This is an optimization exercise on Yosys and OpenROAD, whose aim is small area, not a production implementation.
Only the layout flow was run in this run; the RTL was not checked for function there.

[flow/config.mk]
export PLATFORM = sky130hd
export DESIGN_NAME = cordic
export DESIGN_NICKNAME = cordic
export VERILOG_FILES = /design/flow/design.v
export SDC_FILE = /design/flow/constraint.sdc
export NUM_CORES = 4
export LEC_CHECK = 0
export CAP_MARGIN = 20
export CORE_MARGIN = 2
export CORE_UTILIZATION = 40
export CTS_BUF_LIST = sky130_fd_sc_hd__clkbuf_16
export CTS_CLUSTER_DIAMETER = 100
export CTS_CLUSTER_SIZE = 30
export SLEW_MARGIN = 20
[flow/constraint.sdc]
create_clock -name core_clock -period 5.5 [get_ports {clk}]
set_input_delay 1.1000 -clock core_clock [delete_from_list [all_inputs] [get_ports {clk}]]
set_output_delay 1.1000 -clock core_clock [all_outputs]
set_load 0.01 [all_outputs]
[flow/design.v]
module cordic(angle, out1, clk);
  input signed [31:0] angle;
  input clk;
  output [15:0] out1;
  wire [15:0] a_hi = angle[31:16];
  wire [14:0] u_c = (a_hi[15] != a_hi[14]) ? {15{~a_hi[15]}} : {~a_hi[14], a_hi[13:0]};
  wire [15:0] x_1;
  wire signed [16:0] y_2;
  reg [15:0] x_1_t; reg signed [16:0] y_2_t;
  assign x_1 = x_1_t; assign y_2 = y_2_t;
  always @* case (u_c[14:9])
    6'd0: begin x_1_t = 16'd43266; y_2_t = -17'sd33652; end
    6'd1: begin x_1_t = 16'd42234; y_2_t = -17'sd32318; end
    6'd2: begin x_1_t = 16'd41245; y_2_t = -17'sd31012; end
    6'd3: begin x_1_t = 16'd40295; y_2_t = -17'sd29738; end
    6'd4: begin x_1_t = 16'd39382; y_2_t = -17'sd28487; end
    6'd5: begin x_1_t = 16'd38510; y_2_t = -17'sd27271; end
    6'd6: begin x_1_t = 16'd37677; y_2_t = -17'sd26079; end
    6'd7: begin x_1_t = 16'd36879; y_2_t = -17'sd24915; end
    6'd8: begin x_1_t = 16'd36093; y_2_t = -17'sd23733; end
    6'd9: begin x_1_t = 16'd35367; y_2_t = -17'sd22617; end
    6'd10: begin x_1_t = 16'd34678; y_2_t = -17'sd21521; end
    6'd11: begin x_1_t = 16'd34022; y_2_t = -17'sd20449; end
    6'd12: begin x_1_t = 16'd33397; y_2_t = -17'sd19390; end
    6'd13: begin x_1_t = 16'd32807; y_2_t = -17'sd18356; end
    6'd14: begin x_1_t = 16'd32250; y_2_t = -17'sd17338; end
    6'd15: begin x_1_t = 16'd31722; y_2_t = -17'sd16340; end
    6'd16: begin x_1_t = 16'd31086; y_2_t = -17'sd15065; end
    6'd17: begin x_1_t = 16'd30630; y_2_t = -17'sd14101; end
    6'd18: begin x_1_t = 16'd30205; y_2_t = -17'sd13149; end
    6'd19: begin x_1_t = 16'd29807; y_2_t = -17'sd12213; end
    6'd20: begin x_1_t = 16'd29440; y_2_t = -17'sd11282; end
    6'd21: begin x_1_t = 16'd29100; y_2_t = -17'sd10368; end
    6'd22: begin x_1_t = 16'd28791; y_2_t = -17'sd9462; end
    6'd23: begin x_1_t = 16'd28509; y_2_t = -17'sd8568; end
    6'd24: begin x_1_t = 16'd28247; y_2_t = -17'sd7648; end
    6'd25: begin x_1_t = 16'd28021; y_2_t = -17'sd6770; end
    6'd26: begin x_1_t = 16'd27824; y_2_t = -17'sd5896; end
    6'd27: begin x_1_t = 16'd27652; y_2_t = -17'sd5030; end
    6'd28: begin x_1_t = 16'd27509; y_2_t = -17'sd4163; end
    6'd29: begin x_1_t = 16'd27391; y_2_t = -17'sd3307; end
    6'd30: begin x_1_t = 16'd27302; y_2_t = -17'sd2451; end
    6'd31: begin x_1_t = 16'd27238; y_2_t = -17'sd1599; end
    6'd32: begin x_1_t = 16'd27239; y_2_t = 17'sd1599; end
    6'd33: begin x_1_t = 16'd27301; y_2_t = 17'sd2451; end
    6'd34: begin x_1_t = 16'd27392; y_2_t = 17'sd3307; end
    6'd35: begin x_1_t = 16'd27508; y_2_t = 17'sd4163; end
    6'd36: begin x_1_t = 16'd27653; y_2_t = 17'sd5030; end
    6'd37: begin x_1_t = 16'd27823; y_2_t = 17'sd5896; end
    6'd38: begin x_1_t = 16'd28022; y_2_t = 17'sd6770; end
    6'd39: begin x_1_t = 16'd28246; y_2_t = 17'sd7648; end
    6'd40: begin x_1_t = 16'd28510; y_2_t = 17'sd8568; end
    6'd41: begin x_1_t = 16'd28790; y_2_t = 17'sd9462; end
    6'd42: begin x_1_t = 16'd29101; y_2_t = 17'sd10368; end
    6'd43: begin x_1_t = 16'd29439; y_2_t = 17'sd11282; end
    6'd44: begin x_1_t = 16'd29808; y_2_t = 17'sd12213; end
    6'd45: begin x_1_t = 16'd30204; y_2_t = 17'sd13149; end
    6'd46: begin x_1_t = 16'd30631; y_2_t = 17'sd14101; end
    6'd47: begin x_1_t = 16'd31085; y_2_t = 17'sd15065; end
    6'd48: begin x_1_t = 16'd31723; y_2_t = 17'sd16340; end
    6'd49: begin x_1_t = 16'd32249; y_2_t = 17'sd17338; end
    6'd50: begin x_1_t = 16'd32808; y_2_t = 17'sd18356; end
    6'd51: begin x_1_t = 16'd33396; y_2_t = 17'sd19390; end
    6'd52: begin x_1_t = 16'd34023; y_2_t = 17'sd20449; end
    6'd53: begin x_1_t = 16'd34677; y_2_t = 17'sd21521; end
    6'd54: begin x_1_t = 16'd35368; y_2_t = 17'sd22617; end
    6'd55: begin x_1_t = 16'd36092; y_2_t = 17'sd23733; end
    6'd56: begin x_1_t = 16'd36880; y_2_t = 17'sd24915; end
    6'd57: begin x_1_t = 16'd37676; y_2_t = 17'sd26079; end
    6'd58: begin x_1_t = 16'd38511; y_2_t = 17'sd27271; end
    6'd59: begin x_1_t = 16'd39381; y_2_t = 17'sd28487; end
    6'd60: begin x_1_t = 16'd40296; y_2_t = 17'sd29738; end
    6'd61: begin x_1_t = 16'd41244; y_2_t = 17'sd31012; end
    6'd62: begin x_1_t = 16'd42235; y_2_t = 17'sd32318; end
    6'd63: begin x_1_t = 16'd43265; y_2_t = 17'sd33652; end
    default: begin x_1_t = 16'd0; y_2_t = 17'sd0; end
  endcase
  wire [14:0] xk_3 = x_1[14:0];
  wire [15:0] yk_4 = y_2[15:0];
  wire [0:0] sg_5 = u_c[14];
  wire [8:0] u_6 = u_c[8:0];
  reg [8:0] u_r0;
  always @(posedge clk) u_r0 <= u_6;
  reg [14:0] x_r0;
  always @(posedge clk) x_r0 <= xk_3;
  reg [15:0] y_r0;
  always @(posedge clk) y_r0 <= yk_4;
  reg [0:0] sg_r0;
  always @(posedge clk) sg_r0 <= sg_5;
  wire [15:0] xf_7 = {~x_r0[14], x_r0};
  wire [16:0] yf_8 = {~sg_r0, y_r0};
  wire [14:0] x_9;
  wire [15:0] y_10;
  cordic_addsub_x #(15, 10, 1) a_x_9 (.a(x_r0), .b(yf_8[16:7]), .sub(~u_r0[8]), .s(x_9));
  cordic_addsub_x #(16, 9, 0) a_y_10 (.a(y_r0), .b(xf_7[15:7]), .sub(~u_r0[8]), .s(y_10));
  wire [7:0] u_11 = u_r0[7:0];
  reg [7:0] u_r1;
  always @(posedge clk) u_r1 <= u_11;
  reg [14:0] x_r1;
  always @(posedge clk) x_r1 <= x_9;
  reg [15:0] y_r1;
  always @(posedge clk) y_r1 <= y_10;
  reg [0:0] sg_r1;
  always @(posedge clk) sg_r1 <= sg_r0;
  wire [15:0] xf_12 = {~x_r1[14], x_r1};
  wire [16:0] yf_13 = {~sg_r1, y_r1};
  wire [14:0] x_14;
  wire [15:0] y_15;
  cordic_addsub_x #(15, 9, 1) a_x_14 (.a(x_r1), .b(yf_13[16:8]), .sub(~u_r1[7]), .s(x_14));
  cordic_addsub_x #(16, 8, 0) a_y_15 (.a(y_r1), .b(xf_12[15:8]), .sub(~u_r1[7]), .s(y_15));
  wire [6:0] u_16 = u_r1[6:0];
  reg [6:0] u_r2;
  always @(posedge clk) u_r2 <= u_16;
  reg [14:0] x_r2;
  always @(posedge clk) x_r2 <= x_14;
  reg [15:0] y_r2;
  always @(posedge clk) y_r2 <= y_15;
  reg [0:0] sg_r2;
  always @(posedge clk) sg_r2 <= sg_r1;
  wire [15:0] xf_17 = {~x_r2[14], x_r2};
  wire [16:0] yf_18 = {~sg_r2, y_r2};
  wire [14:0] x_19;
  wire [15:0] y_20;
  cordic_addsub_x #(15, 8, 1) a_x_19 (.a(x_r2), .b(yf_18[16:9]), .sub(~u_r2[6]), .s(x_19));
  cordic_addsub_x #(16, 7, 0) a_y_20 (.a(y_r2), .b(xf_17[15:9]), .sub(~u_r2[6]), .s(y_20));
  wire [5:0] u_21 = u_r2[5:0];
  reg [5:0] u_r3;
  always @(posedge clk) u_r3 <= u_21;
  reg [14:0] x_r3;
  always @(posedge clk) x_r3 <= x_19;
  reg [15:0] y_r3;
  always @(posedge clk) y_r3 <= y_20;
  reg [0:0] sg_r3;
  always @(posedge clk) sg_r3 <= sg_r2;
  wire [15:0] xf_22 = {~x_r3[14], x_r3};
  wire [16:0] yf_23 = {~sg_r3, y_r3};
  wire [14:0] x_24;
  wire [15:0] y_25;
  cordic_addsub_x #(15, 7, 1) a_x_24 (.a(x_r3), .b(yf_23[16:10]), .sub(~u_r3[5]), .s(x_24));
  cordic_addsub_x #(16, 6, 0) a_y_25 (.a(y_r3), .b(xf_22[15:10]), .sub(~u_r3[5]), .s(y_25));
  wire [4:0] u_26 = u_r3[4:0];
  reg [4:0] u_r4;
  always @(posedge clk) u_r4 <= u_26;
  reg [14:0] x_r4;
  always @(posedge clk) x_r4 <= x_24;
  reg [15:0] y_r4;
  always @(posedge clk) y_r4 <= y_25;
  reg [0:0] sg_r4;
  always @(posedge clk) sg_r4 <= sg_r3;
  wire [15:0] xf_27 = {~x_r4[14], x_r4};
  wire [16:0] yf_28 = {~sg_r4, y_r4};
  wire [14:0] x_29;
  wire [15:0] y_30;
  cordic_addsub_x #(15, 6, 1) a_x_29 (.a(x_r4), .b(yf_28[16:11]), .sub(~u_r4[4]), .s(x_29));
  cordic_addsub_x #(16, 5, 0) a_y_30 (.a(y_r4), .b(xf_27[15:11]), .sub(~u_r4[4]), .s(y_30));
  wire [3:0] u_31 = u_r4[3:0];
  reg [3:0] u_r5;
  always @(posedge clk) u_r5 <= u_31;
  reg [14:0] x_r5;
  always @(posedge clk) x_r5 <= x_29;
  reg [15:0] y_r5;
  always @(posedge clk) y_r5 <= y_30;
  reg [0:0] sg_r5;
  always @(posedge clk) sg_r5 <= sg_r4;
  wire [15:0] xf_32 = {~x_r5[14], x_r5};
  wire [16:0] yf_33 = {~sg_r5, y_r5};
  wire [14:0] x_34;
  wire [15:0] y_35;
  cordic_addsub_f #(15, 5, 1) a_x_34 (.a(x_r5), .b(yf_33[16:12]), .sub(~u_r5[3]), .s(x_34));
  cordic_addsub_f #(16, 4, 0) a_y_35 (.a(y_r5), .b(xf_32[15:12]), .sub(~u_r5[3]), .s(y_35));
  wire [2:0] u_36 = u_r5[2:0];
  wire [15:0] xf_37 = {~x_34[14], x_34};
  wire [16:0] yf_38 = {~sg_r5, y_35};
  wire [14:0] x_39;
  wire [15:0] y_40;
  cordic_addsub_f #(15, 4, 1) a_x_39 (.a(x_34), .b(yf_38[16:13]), .sub(~u_36[2]), .s(x_39));
  cordic_addsub_f #(16, 3, 0) a_y_40 (.a(y_35), .b(xf_37[15:13]), .sub(~u_36[2]), .s(y_40));
  wire [1:0] u_41 = u_36[1:0];
  reg [1:0] u_r6;
  always @(posedge clk) u_r6 <= u_41;
  reg [14:0] x_r6;
  always @(posedge clk) x_r6 <= x_39;
  reg [15:0] y_r6;
  always @(posedge clk) y_r6 <= y_40;
  reg [0:0] sg_r6;
  always @(posedge clk) sg_r6 <= sg_r5;
  wire [15:0] xf_42 = {~x_r6[14], x_r6};
  wire [16:0] yf_43 = {~sg_r6, y_r6};
  wire [14:0] x_44;
  wire [15:0] y_45;
  cordic_addsub_x #(15, 3, 1) a_x_44 (.a(x_r6), .b(yf_43[16:14]), .sub(~u_r6[1]), .s(x_44));
  cordic_addsub_x #(16, 2, 0) a_y_45 (.a(y_r6), .b(xf_42[15:14]), .sub(~u_r6[1]), .s(y_45));
  wire [0:0] u_46 = u_r6[0:0];
  wire [15:0] xf_47 = {~x_44[14], x_44};
  wire [16:0] yf_48 = {~sg_r6, y_45};
  wire [14:0] x_49;
  wire [15:0] y_50;
  cordic_addsub_x #(15, 2, 1) a_x_49 (.a(x_44), .b(yf_48[16:15]), .sub(~u_46[0]), .s(x_49));
  cordic_addsub_x #(16, 1, 0) a_y_50 (.a(y_45), .b(xf_47[15:15]), .sub(~u_46[0]), .s(y_50));
  reg [14:0] x_r7;
  always @(posedge clk) x_r7 <= x_49;
  reg [15:0] y_r7;
  always @(posedge clk) y_r7 <= y_50;
  reg [0:0] sg_r7;
  always @(posedge clk) sg_r7 <= sg_r6;
  wire [0:0] sb_51 = sg_r7;
  wire [15:0] xf_52 = {~x_r7[14], x_r7};
  wire [15:0] op_53 = xf_52[15:0] ^ {16{sb_51}};
  wire [12:0] ql_54;
  wire [0:0] c_55;
  cordic_add #(13) a_ql_54 (.a(y_r7[12:0]), .b(op_53[12:0]), .ci(sb_51), .s(ql_54), .co(c_55));
  wire [2:0] qh_56 = y_r7[15:13];
  wire [0:0] oh_57 = sb_51;
  reg [14:0] x_r8;
  always @(posedge clk) x_r8 <= x_r7;
  reg [2:0] qh_r8;
  always @(posedge clk) qh_r8 <= qh_56;
  reg [0:0] oh_r8;
  always @(posedge clk) oh_r8 <= oh_57;
  reg [12:0] ql_r8;
  always @(posedge clk) ql_r8 <= ql_54;
  reg [0:0] cc_r8;
  always @(posedge clk) cc_r8 <= c_55;
  wire [15:0] xf_58 = {~x_r8[14], x_r8};
  wire [15:0] op_59 = xf_58[15:0] ^ {16{oh_r8}};
  wire [2:0] qh_60;
  cordic_add #(3) a_qh_60 (.a(qh_r8), .b(op_59[15:13]), .ci(cc_r8), .s(qh_60), .co());
  wire [15:0] q_61 = {qh_60, ql_r8};
  wire [13:0] x_62 = x_r8[14:1];
  wire [0:0] sb_63 = ~q_61[15];
  wire [14:0] xf_64 = {~x_62[13], x_62};
  wire [14:0] op_65 = xf_64[14:0] ^ {15{sb_63}};
  wire [9:0] ql_66;
  wire [0:0] c_67;
  cordic_add #(10) a_ql_66 (.a(q_61[9:0]), .b(op_65[9:0]), .ci(sb_63), .s(ql_66), .co(c_67));
  wire [4:0] qh_68 = q_61[14:10];
  wire [0:0] oh_69 = sb_63;
  reg [13:0] x_r9;
  always @(posedge clk) x_r9 <= x_62;
  reg [0:0] bits_r9;
  always @(posedge clk) bits_r9 <= sb_63;
  reg [4:0] qh_r9;
  always @(posedge clk) qh_r9 <= qh_68;
  reg [0:0] oh_r9;
  always @(posedge clk) oh_r9 <= oh_69;
  reg [9:0] ql_r9;
  always @(posedge clk) ql_r9 <= ql_66;
  reg [0:0] cc_r9;
  always @(posedge clk) cc_r9 <= c_67;
  wire [14:0] xf_70 = {~x_r9[13], x_r9};
  wire [14:0] op_71 = xf_70[14:0] ^ {15{oh_r9}};
  wire [4:0] qh_72;
  cordic_add #(5) a_qh_72 (.a(qh_r9), .b(op_71[14:10]), .ci(cc_r9), .s(qh_72), .co());
  wire [14:0] q_73 = {qh_72, ql_r9};
  wire [12:0] x_74 = x_r9[13:1];
  wire [0:0] sb_75 = ~q_73[14];
  wire [1:0] bits_76 = {bits_r9, sb_75};
  wire [13:0] xf_77 = {~x_74[12], x_74};
  wire [13:0] op_78 = xf_77[13:0] ^ {14{sb_75}};
  wire [7:0] ql_79;
  wire [0:0] c_80;
  cordic_add #(8) a_ql_79 (.a(q_73[7:0]), .b(op_78[7:0]), .ci(sb_75), .s(ql_79), .co(c_80));
  wire [5:0] qh_81 = q_73[13:8];
  wire [0:0] oh_82 = sb_75;
  reg [12:0] x_r10;
  always @(posedge clk) x_r10 <= x_74;
  reg [1:0] bits_r10;
  always @(posedge clk) bits_r10 <= bits_76;
  reg [5:0] qh_r10;
  always @(posedge clk) qh_r10 <= qh_81;
  reg [0:0] oh_r10;
  always @(posedge clk) oh_r10 <= oh_82;
  reg [7:0] ql_r10;
  always @(posedge clk) ql_r10 <= ql_79;
  reg [0:0] cc_r10;
  always @(posedge clk) cc_r10 <= c_80;
  wire [13:0] xf_83 = {~x_r10[12], x_r10};
  wire [13:0] op_84 = xf_83[13:0] ^ {14{oh_r10}};
  wire [5:0] qh_85;
  cordic_add #(6) a_qh_85 (.a(qh_r10), .b(op_84[13:8]), .ci(cc_r10), .s(qh_85), .co());
  wire [13:0] q_86 = {qh_85, ql_r10};
  wire [11:0] x_87 = x_r10[12:1];
  wire [0:0] sb_88 = ~q_86[13];
  wire [2:0] bits_89 = {bits_r10, sb_88};
  wire [12:0] xf_90 = {~x_87[11], x_87};
  wire [13:0] op_91 = {1'b0, xf_90[12:0]} ^ {14{sb_88}};
  wire [6:0] ql_92;
  wire [0:0] c_93;
  cordic_add #(7) a_ql_92 (.a(q_86[6:0]), .b(op_91[6:0]), .ci(sb_88), .s(ql_92), .co(c_93));
  wire [6:0] qh_94 = q_86[13:7];
  wire [0:0] oh_95 = sb_88;
  reg [11:0] x_r11;
  always @(posedge clk) x_r11 <= x_87;
  reg [2:0] bits_r11;
  always @(posedge clk) bits_r11 <= bits_89;
  reg [6:0] qh_r11;
  always @(posedge clk) qh_r11 <= qh_94;
  reg [0:0] oh_r11;
  always @(posedge clk) oh_r11 <= oh_95;
  reg [6:0] ql_r11;
  always @(posedge clk) ql_r11 <= ql_92;
  reg [0:0] cc_r11;
  always @(posedge clk) cc_r11 <= c_93;
  wire [12:0] xf_96 = {~x_r11[11], x_r11};
  wire [13:0] op_97 = {1'b0, xf_96[12:0]} ^ {14{oh_r11}};
  wire [6:0] qh_98;
  cordic_add #(7) a_qh_98 (.a(qh_r11), .b(op_97[13:7]), .ci(cc_r11), .s(qh_98), .co());
  wire [13:0] q_99 = {qh_98, ql_r11};
  wire [10:0] x_100 = x_r11[11:1];
  wire [0:0] sb_101 = ~q_99[13];
  wire [3:0] bits_102 = {bits_r11, sb_101};
  wire [11:0] xf_103 = {~x_100[10], x_100};
  wire [12:0] op_104 = {1'b0, xf_103[11:0]} ^ {13{sb_101}};
  wire [5:0] ql_105;
  wire [0:0] c_106;
  cordic_add #(6) a_ql_105 (.a(q_99[5:0]), .b(op_104[5:0]), .ci(sb_101), .s(ql_105), .co(c_106));
  wire [6:0] qh_107 = q_99[12:6];
  wire [0:0] oh_108 = sb_101;
  reg [10:0] x_r12;
  always @(posedge clk) x_r12 <= x_100;
  reg [3:0] bits_r12;
  always @(posedge clk) bits_r12 <= bits_102;
  reg [6:0] qh_r12;
  always @(posedge clk) qh_r12 <= qh_107;
  reg [0:0] oh_r12;
  always @(posedge clk) oh_r12 <= oh_108;
  reg [5:0] ql_r12;
  always @(posedge clk) ql_r12 <= ql_105;
  reg [0:0] cc_r12;
  always @(posedge clk) cc_r12 <= c_106;
  wire [11:0] xf_109 = {~x_r12[10], x_r12};
  wire [12:0] op_110 = {1'b0, xf_109[11:0]} ^ {13{oh_r12}};
  wire [6:0] qh_111;
  cordic_add #(7) a_qh_111 (.a(qh_r12), .b(op_110[12:6]), .ci(cc_r12), .s(qh_111), .co());
  wire [12:0] q_112 = {qh_111, ql_r12};
  wire [9:0] x_113 = x_r12[10:1];
  wire [0:0] sb_114 = ~q_112[12];
  wire [4:0] bits_115 = {bits_r12, sb_114};
  wire [10:0] xf_116 = {~x_113[9], x_113};
  wire [11:0] op_117 = {1'b0, xf_116[10:0]} ^ {12{sb_114}};
  wire [5:0] ql_118;
  wire [0:0] c_119;
  cordic_add #(6) a_ql_118 (.a(q_112[5:0]), .b(op_117[5:0]), .ci(sb_114), .s(ql_118), .co(c_119));
  wire [5:0] qh_120 = q_112[11:6];
  wire [0:0] oh_121 = sb_114;
  reg [9:0] x_r13;
  always @(posedge clk) x_r13 <= x_113;
  reg [4:0] bits_r13;
  always @(posedge clk) bits_r13 <= bits_115;
  reg [5:0] qh_r13;
  always @(posedge clk) qh_r13 <= qh_120;
  reg [0:0] oh_r13;
  always @(posedge clk) oh_r13 <= oh_121;
  reg [5:0] ql_r13;
  always @(posedge clk) ql_r13 <= ql_118;
  reg [0:0] cc_r13;
  always @(posedge clk) cc_r13 <= c_119;
  wire [10:0] xf_122 = {~x_r13[9], x_r13};
  wire [11:0] op_123 = {1'b0, xf_122[10:0]} ^ {12{oh_r13}};
  wire [5:0] qh_124;
  cordic_add #(6) a_qh_124 (.a(qh_r13), .b(op_123[11:6]), .ci(cc_r13), .s(qh_124), .co());
  wire [11:0] q_125 = {qh_124, ql_r13};
  wire [8:0] x_126 = x_r13[9:1];
  wire [0:0] sb_127 = ~q_125[11];
  wire [5:0] bits_128 = {bits_r13, sb_127};
  wire [9:0] xf_129 = {~x_126[8], x_126};
  wire [10:0] op_130 = {1'b0, xf_129[9:0]} ^ {11{sb_127}};
  wire [6:0] ql_131;
  wire [0:0] c_132;
  cordic_add #(7) a_ql_131 (.a(q_125[6:0]), .b(op_130[6:0]), .ci(sb_127), .s(ql_131), .co(c_132));
  wire [3:0] qh_133 = q_125[10:7];
  wire [0:0] oh_134 = sb_127;
  reg [8:0] x_r14;
  always @(posedge clk) x_r14 <= x_126;
  reg [5:0] bits_r14;
  always @(posedge clk) bits_r14 <= bits_128;
  reg [3:0] qh_r14;
  always @(posedge clk) qh_r14 <= qh_133;
  reg [0:0] oh_r14;
  always @(posedge clk) oh_r14 <= oh_134;
  reg [6:0] ql_r14;
  always @(posedge clk) ql_r14 <= ql_131;
  reg [0:0] cc_r14;
  always @(posedge clk) cc_r14 <= c_132;
  wire [9:0] xf_135 = {~x_r14[8], x_r14};
  wire [10:0] op_136 = {1'b0, xf_135[9:0]} ^ {11{oh_r14}};
  wire [3:0] qh_137;
  cordic_add #(4) a_qh_137 (.a(qh_r14), .b(op_136[10:7]), .ci(cc_r14), .s(qh_137), .co());
  wire [10:0] q_138 = {qh_137, ql_r14};
  wire [7:0] x_139 = x_r14[8:1];
  wire [0:0] sb_140 = ~q_138[10];
  wire [6:0] bits_141 = {bits_r14, sb_140};
  wire [8:0] xf_142 = {~x_139[7], x_139};
  wire [9:0] op_143 = {1'b0, xf_142[8:0]} ^ {10{sb_140}};
  wire [9:0] ql_144;
  wire [0:0] c_145;
  cordic_add #(10) a_ql_144 (.a(q_138[9:0]), .b(op_143[9:0]), .ci(sb_140), .s(ql_144), .co(c_145));
  wire [6:0] x_146 = x_139[7:1];
  reg [6:0] x_r15;
  always @(posedge clk) x_r15 <= x_146;
  reg [6:0] bits_r15;
  always @(posedge clk) bits_r15 <= bits_141;
  reg [9:0] q_r15;
  always @(posedge clk) q_r15 <= ql_144;
  wire [0:0] sb_147 = ~q_r15[9];
  wire [7:0] bits_148 = {bits_r15, sb_147};
  wire [7:0] xf_149 = {~x_r15[6], x_r15};
  wire [8:0] op_150 = {1'b0, xf_149[7:0]} ^ {9{sb_147}};
  wire [8:0] ql_151;
  wire [0:0] c_152;
  cordic_add #(9) a_ql_151 (.a(q_r15[8:0]), .b(op_150[8:0]), .ci(sb_147), .s(ql_151), .co(c_152));
  wire [5:0] x_153 = x_r15[6:1];
  wire [0:0] sb_154 = ~ql_151[8];
  wire [8:0] bits_155 = {bits_148, sb_154};
  wire [6:0] xf_156 = {~x_153[5], x_153};
  wire [7:0] op_157 = {1'b0, xf_156[6:0]} ^ {8{sb_154}};
  wire [3:0] ql_158;
  wire [0:0] c_159;
  cordic_add #(4) a_ql_158 (.a(ql_151[3:0]), .b(op_157[3:0]), .ci(sb_154), .s(ql_158), .co(c_159));
  wire [3:0] qh_160 = ql_151[7:4];
  wire [0:0] oh_161 = sb_154;
  reg [5:0] x_r16;
  always @(posedge clk) x_r16 <= x_153;
  reg [8:0] bits_r16;
  always @(posedge clk) bits_r16 <= bits_155;
  reg [3:0] qh_r16;
  always @(posedge clk) qh_r16 <= qh_160;
  reg [0:0] oh_r16;
  always @(posedge clk) oh_r16 <= oh_161;
  reg [3:0] ql_r16;
  always @(posedge clk) ql_r16 <= ql_158;
  reg [0:0] cc_r16;
  always @(posedge clk) cc_r16 <= c_159;
  wire [6:0] xf_162 = {~x_r16[5], x_r16};
  wire [7:0] op_163 = {1'b0, xf_162[6:0]} ^ {8{oh_r16}};
  wire [3:0] qh_164;
  cordic_add #(4) a_qh_164 (.a(qh_r16), .b(op_163[7:4]), .ci(cc_r16), .s(qh_164), .co());
  wire [7:0] q_165 = {qh_164, ql_r16};
  wire [4:0] x_166 = x_r16[5:1];
  wire [0:0] sb_167 = ~q_165[7];
  wire [9:0] bits_168 = {bits_r16, sb_167};
  wire [5:0] xf_169 = {~x_166[4], x_166};
  wire [6:0] op_170 = {1'b0, xf_169[5:0]} ^ {7{sb_167}};
  wire [6:0] ql_171;
  wire [0:0] c_172;
  cordic_add #(7) a_ql_171 (.a(q_165[6:0]), .b(op_170[6:0]), .ci(sb_167), .s(ql_171), .co(c_172));
  wire [3:0] x_173 = x_166[4:1];
  reg [3:0] x_r17;
  always @(posedge clk) x_r17 <= x_173;
  reg [9:0] bits_r17;
  always @(posedge clk) bits_r17 <= bits_168;
  reg [6:0] q_r17;
  always @(posedge clk) q_r17 <= ql_171;
  wire [0:0] sb_174 = ~q_r17[6];
  wire [10:0] bits_175 = {bits_r17, sb_174};
  wire [4:0] xf_176 = {~x_r17[3], x_r17};
  wire [5:0] op_177 = {1'b0, xf_176[4:0]} ^ {6{sb_174}};
  wire [5:0] ql_178;
  wire [0:0] c_179;
  cordic_add #(6) a_ql_178 (.a(q_r17[5:0]), .b(op_177[5:0]), .ci(sb_174), .s(ql_178), .co(c_179));
  wire [2:0] x_180 = x_r17[3:1];
  wire [0:0] sb_181 = ~ql_178[5];
  wire [11:0] bits_182 = {bits_175, sb_181};
  wire [3:0] xf_183 = {~x_180[2], x_180};
  wire [4:0] op_184 = {1'b0, xf_183[3:0]} ^ {5{sb_181}};
  wire [4:0] ql_185;
  wire [0:0] c_186;
  cordic_add #(5) a_ql_185 (.a(ql_178[4:0]), .b(op_184[4:0]), .ci(sb_181), .s(ql_185), .co(c_186));
  wire [0:0] sb_187 = ~ql_185[4];
  wire [12:0] bits_188 = {bits_182, sb_187};
  reg [12:0] bits_r18;
  always @(posedge clk) bits_r18 <= bits_188;
  reg [12:0] bits_r19;
  always @(posedge clk) bits_r19 <= bits_r18;
  reg [12:0] bits_r20;
  always @(posedge clk) bits_r20 <= bits_r19;
  reg [12:0] bits_r21;
  always @(posedge clk) bits_r21 <= bits_r20;
  reg [12:0] bits_r22;
  always @(posedge clk) bits_r22 <= bits_r21;
  reg [12:0] bits_r23;
  always @(posedge clk) bits_r23 <= bits_r22;
  reg [12:0] bits_r24;
  always @(posedge clk) bits_r24 <= bits_r23;
  reg [12:0] bits_r25;
  always @(posedge clk) bits_r25 <= bits_r24;
  reg [12:0] bits_r26;
  always @(posedge clk) bits_r26 <= bits_r25;
  reg [12:0] bits_r27;
  always @(posedge clk) bits_r27 <= bits_r26;
  reg [12:0] bits_r28;
  always @(posedge clk) bits_r28 <= bits_r27;
  reg [12:0] bits_r29;
  always @(posedge clk) bits_r29 <= bits_r28;
  assign out1 = {bits_r29, 3'b100};
endmodule
module cordic_add #(parameter W = 8) (a, b, ci, s, co);
  input [W-1:0] a;
  input [W-1:0] b;
  input ci;
  output [W-1:0] s;
  output co;
  wire [W:0] c;
  assign c[0] = ci;
  genvar i;
  generate
    for (i = 0; i < W; i = i + 1) begin : bit_
      assign s[i] = a[i] ^ b[i] ^ c[i];
      assign c[i+1] = (a[i] & b[i]) | (c[i] & (a[i] ^ b[i]));
    end
  endgenerate
  assign co = c[W];
endmodule
module cordic_addsub_x #(parameter W = 16, parameter N = 8, parameter SX = 1) (a, b, sub, s);
  input [W-1:0] a;
  input [N-1:0] b;
  input sub;
  output [W-1:0] s;
  wire [N:0] c;
  wire [N-1:0] bx = b ^ {N{sub}};
  assign c[0] = sub;
  genvar i;
  generate
    for (i = 0; i < N; i = i + 1) begin : lo_
      wire [N-1:0] b = bx;
      assign s[i] = a[i] ^ b[i] ^ c[i];
      assign c[i+1] = (a[i] & b[i]) | (c[i] & (a[i] ^ b[i]));
    end
    if (W > N) begin : hi_
      wire e = (SX ? b[N-1] : 1'b0) ^ sub;
      wire inc = ~e & c[N];
      wire dec = e & ~c[N];
      wire [W:N] p1;
      wire [W:N] p0;
      assign p1[N] = 1'b1;
      assign p0[N] = 1'b1;
      for (i = N; i < W; i = i + 1) begin : hb_
        assign p1[i+1] = p1[i] & a[i];
        assign p0[i+1] = p0[i] & ~a[i];
        assign s[i] = a[i] ^ ((inc & p1[i]) | (dec & p0[i]));
      end
    end
  endgenerate
endmodule
module cordic_addsub_f #(parameter W = 16, parameter N = 8, parameter SX = 1) (a, b, sub, s);
  input [W-1:0] a;
  input [N-1:0] b;
  input sub;
  output [W-1:0] s;
  wire [N:0] c;
  wire [N-1:0] bx = b ^ {N{sub}};
  assign c[0] = sub;
  genvar i;
  generate
    for (i = 0; i < N; i = i + 1) begin : lo_
      wire [N-1:0] b = bx;
      assign s[i] = a[i] ^ b[i] ^ c[i];
      assign c[i+1] = (a[i] ^ b[i]) ? c[i] : a[i];
    end
    if (W > N) begin : hi_
      wire e = (SX ? b[N-1] : 1'b0) ^ sub;
      wire inc = ~e & c[N];
      wire dec = e & ~c[N];
      wire [W:N] p1;
      wire [W:N] p0;
      assign p1[N] = 1'b1;
      assign p0[N] = 1'b1;
      for (i = N; i < W; i = i + 1) begin : hb_
        assign p1[i+1] = p1[i] & a[i];
        assign p0[i+1] = p0[i] & ~a[i];
        assign s[i] = a[i] ^ ((inc & p1[i]) | (dec & p0[i]));
      end
    end
  endgenerate
endmodule
[flow/run.sh]
#!/bin/bash
# synth_recipe.tcl (not shown) runs the flow's synth.tcl, then flattens the netlist and writes it again
# the make line also repeats each setting of config.mk as NAME=value (left out here)
make -C /OpenROAD-flow-scripts/flow DESIGN_CONFIG=/design/flow/config.mk WORK_HOME=/design/flow/orfs CLKGATE_MAP_FILE= SYNTH_SCRIPT=/design/flow/synth_recipe.tcl finish
==> impl_metrics.yaml <==
layout:
  final_common_cell: "dfxtp_1"
  fill_cells: 7022
  stdcell_area_mm2: 0.03446
  layout_common_cells: "706 x dfxtp_1, 399 x inv_1, 243 x xnor2_1"
  area_growth_pct: 12.49
  final_nets: 3298
  drive_gt1_share_pct: 12.25
floorplanning:
  core_mm2: 0.07595
  die_y_um: 280.8
  fp.dieW_um: 280.8
  rows: 101
  die_area_mm2: 0.07883
  io_pins: 49
  initial_core_util_pct: 40.34
place:
  port_buffers: 29
  place.gp.congestion: 0.9288
  hpwl_um: 48670
  placed_area_mm2: 0.03311
routing:
  dr_total_vias: 19321
  drc_errors: 0
  wire_per_inst_um: 15.38
  dr.pass1.iters: 5
  ant_nets: 0
  first_iter_violations: 908
  viasPerCell: 4.751
  wl_um: 62570
clock_tree:
  cts-root-buf: "clkbuf_16"
  clock_sinks: 722
  clk-insertion-delay-late_ns: 0.61
  path_clk_slew_ns: 0.11
  htree_levels: 1
  clk_path_buf_depth: 3
  cts_buffers: 29
  cts_tree: "yes"
job:
  timing.max_cap.violations: 0
yosys:
  synth-edff-count: 0
  avgSynthCellArea_um2: 10.47
  ys_seq_elements: 722
  synth-seq-area-share_pct: 47.18
  synth_area_leaders: "dfxtp_1 47%, fa_1 12%, xnor2_1 7.5%, xor2_1 5.0%, inv_1 4.9%"
  synth_top_area_share_pct: 47.18
  synth_cell_types: 92
  async_flop_share_pct: 0
  yosys_warnings: 1
  synth_flop_cell: "dfxtp_1"
  yosys.area.top_type: "dfxtp_1"
  netlist_area_mm2: 0.03064
  synth_cells: 2925
critical_path:
  ff2ff_path_depth: 19
  r2r-start: "x_r8[13]"
  crit_path_max_fanout: 3
  critPathKind: "reg2reg"
  r2r_end: "ql_r9[9]"
  cp.arrival_ns: 5.82
  cp-start-kind: "register"
  reg2reg_slack_ns: 0.17
  cp_data_required_time_ns: 5.99
  cp-end-kind: "register"
sta:
  relSlewSlack_pct: 41.07
  rsz0062_at_grt: "true"
  clock_skew_ns: 0.03254
  drv_slew: 0
  fmax_mhz: 187.7
  finalCritPeriodShare_pct: 96.88
  setup_violations: 0
  hold_viol_final: 0
  tightest_slew_ns: 0.8840
  fin_tns_setup_ns: 0
  period_needed_ns: 5.329
global_route:
  grt_pass1_vias: 19780
  grt_pass1_wl_um: 100900
  antenna_found_initial: 0
  grt_overflow: 0
  grt_usage_pct: 15.95
  grt_start_max_net_pins: 53
run_status:
  outcome: "finished clean"
hold_path:
  whs_path_depth: 0
  hold_path_class: "reg2reg"
  hold_start: "u_r4[3]"
  whs_endpoint: "u_r5[3]"
==> kinds of logic (layout without fill, tap and decap cells) <==
kind of cell / after synthesis / count (layout) / synth area share, %
other: 2 / 4 / 0.02451
buffers and inverters: 529 / 639 / 6.567
AOI/OAI and AO/OA: 410 / 410 / 8.707
xor gates and xnor gates: 440 / 440 / 12.75
and+or+nand+nor: 528 / 528 / 8.792
adders and majority gates: 241 / 241 / 14.20
muxes: 53 / 53 / 1.781
DFF: 722 / 722 / 47.18
==> what timing repair did <==
item	CTS	global route
endpoints found under the hold margin	0	0
setup endpoints to repair	21	40
pin swaps	12	33
cloned	0	0
setup buffers	7	9
hold buffers	0	0
gates resized for setup	33	76
==> flip-flops by register name, summed over array words and instances (netlist names), 14 cells and up <==
register and flops:
y_r1 16, x_r4 15, y_r7 16, y_r5 16, x_r0 15, x_r5 15
y_r0 16, y_r2 16, x_r8 14, y_r4 16, x_r2 15, y_r3 16
x_r1 15, x_r6 15, x_r3 15, x_r7 15, y_r6 16
==> worst max-delay path, stage by stage, from the launching register on <==
cell and delay (ns):
dfxtp_2 0.35, xnor2_2 0.19, fa_2 0.24, inv_1 0.06, fa_2 0.37, xnor2_2 0.15
xnor2_2 0.29, mux2i_1 0.16, fa_2 0.38, fa_2 0.38, fa_2 0.36, fa_2 0.35
fa_2 0.37, fa_1 0.40, inv_1 0.09, fa_1 0.18, inv_1 0.07, fa_2 0.35
inv_1 0.08, fa_1 0.40
==> layer usage <==
metal / global-route usage (%) / vias to the layer above / part of all wire (%)
met5: 0 / - / 0
met4: 6.993 / 0 / 4.6
met3: 1.571 / 123 / 2.8
met2: 32.18 / 362 / 56
met1: 16.37 / 9299 / 37
li1: - / 9537 / -
==> stage by stage <==
stage          instances  util, %  hold WS, ns  setup slack (ns)
6_report            4067    45.38       0.3094            0.1715
2_1_floorplan       2926        -       0.3096           -0.1317
3_5_place_dp        4013    43.60       0.3121           -0.2166
3_3_place_gp        4013    43.60       0.3097           -0.1946
4_1_cts             4057    44.94       0.3144          -0.03257
5_1_grt             4066    45.37       0.3127          -0.06675
==> Yosys cell counts (14+ instances only) <==
library cell	n
nor2_1	133
o22ai_1	16
inv_1	401
dfxtp_1	722
a211oi_1	15
nand2b_1	26
o21ai_0	101
nand2_1	131
mux2i_1	50
nand4_1	16
a31oi_1	28
clkbuf_1	93
ha_1	55
a21oi_1	112
and3_1	21
nor2b_1	19
fa_1	180
or3_1	19
nor3_1	44
xor2_1	174
nand3_1	37
o211ai_1	14
buf_1	17
xnor2_1	262
==> worst max-delay path by stage <==
stage / slack [ns] / cells past startpoint / startpoint / to
2_1_floorplan: -0.13 / 16 / sg_r7 / ql_r8[12]
3_3_place_gp: -0.19 / 19 / x_r8[13] / ql_r9[9]
3_5_place_dp: -0.22 / 14 / sg_r7 / ql_r8[12]
4_1_cts: -0.03 / 19 / oh_r8 / ql_r9[9]
5_1_grt: -0.07 / 27 / y_r5[13] / y_r6[6]
6_report: 0.17 / 19 / x_r8[13] / ql_r9[9]
==> cell type report <==
class	count	area (um2)	share of cell area (%)
Inverter	404	1516	4.400
Tap cell	1030	1289	3.739
Multi-Input combinational cell	1675	14790	42.90
Timing Repair Buffer	198	1584	4.596
Antenna cell	1	2.502	0.007261
Clock buffer	29	725.7	2.106
Clock inverter	8	82.58	0.2396
Sequential cell	722	14480	42.01

port drivers added, routing unchanged:
The results above use ideal ports. As a check the final layout listed here was re-extracted and re-timed, cells and wires unchanged. Step 1 sets driving cells, clkbuf_16 on the clock port and buf_2 on the other inputs (assumed; they add their load-dependent delay and slew). Step 2 adds t to the input delays and takes it off the output delays; t is the mean of the earliest and latest rising clock arrival at the registers after step 1. Input paths then give back, and output paths get back, about the clock's delay inside the block. a / b / c = ideal / step 1 / step 2; a / b = the first two.
t (ns): 0.658
slack for setup (ns): 0.171 / 0.171 / 0.171
worst slew at a driven data input, ns: 0.06
After both steps this run still meets setup and hold. For this run, drivers alone change the setup slack by 0.000 ns; drivers and shift together by 0.000 ns.
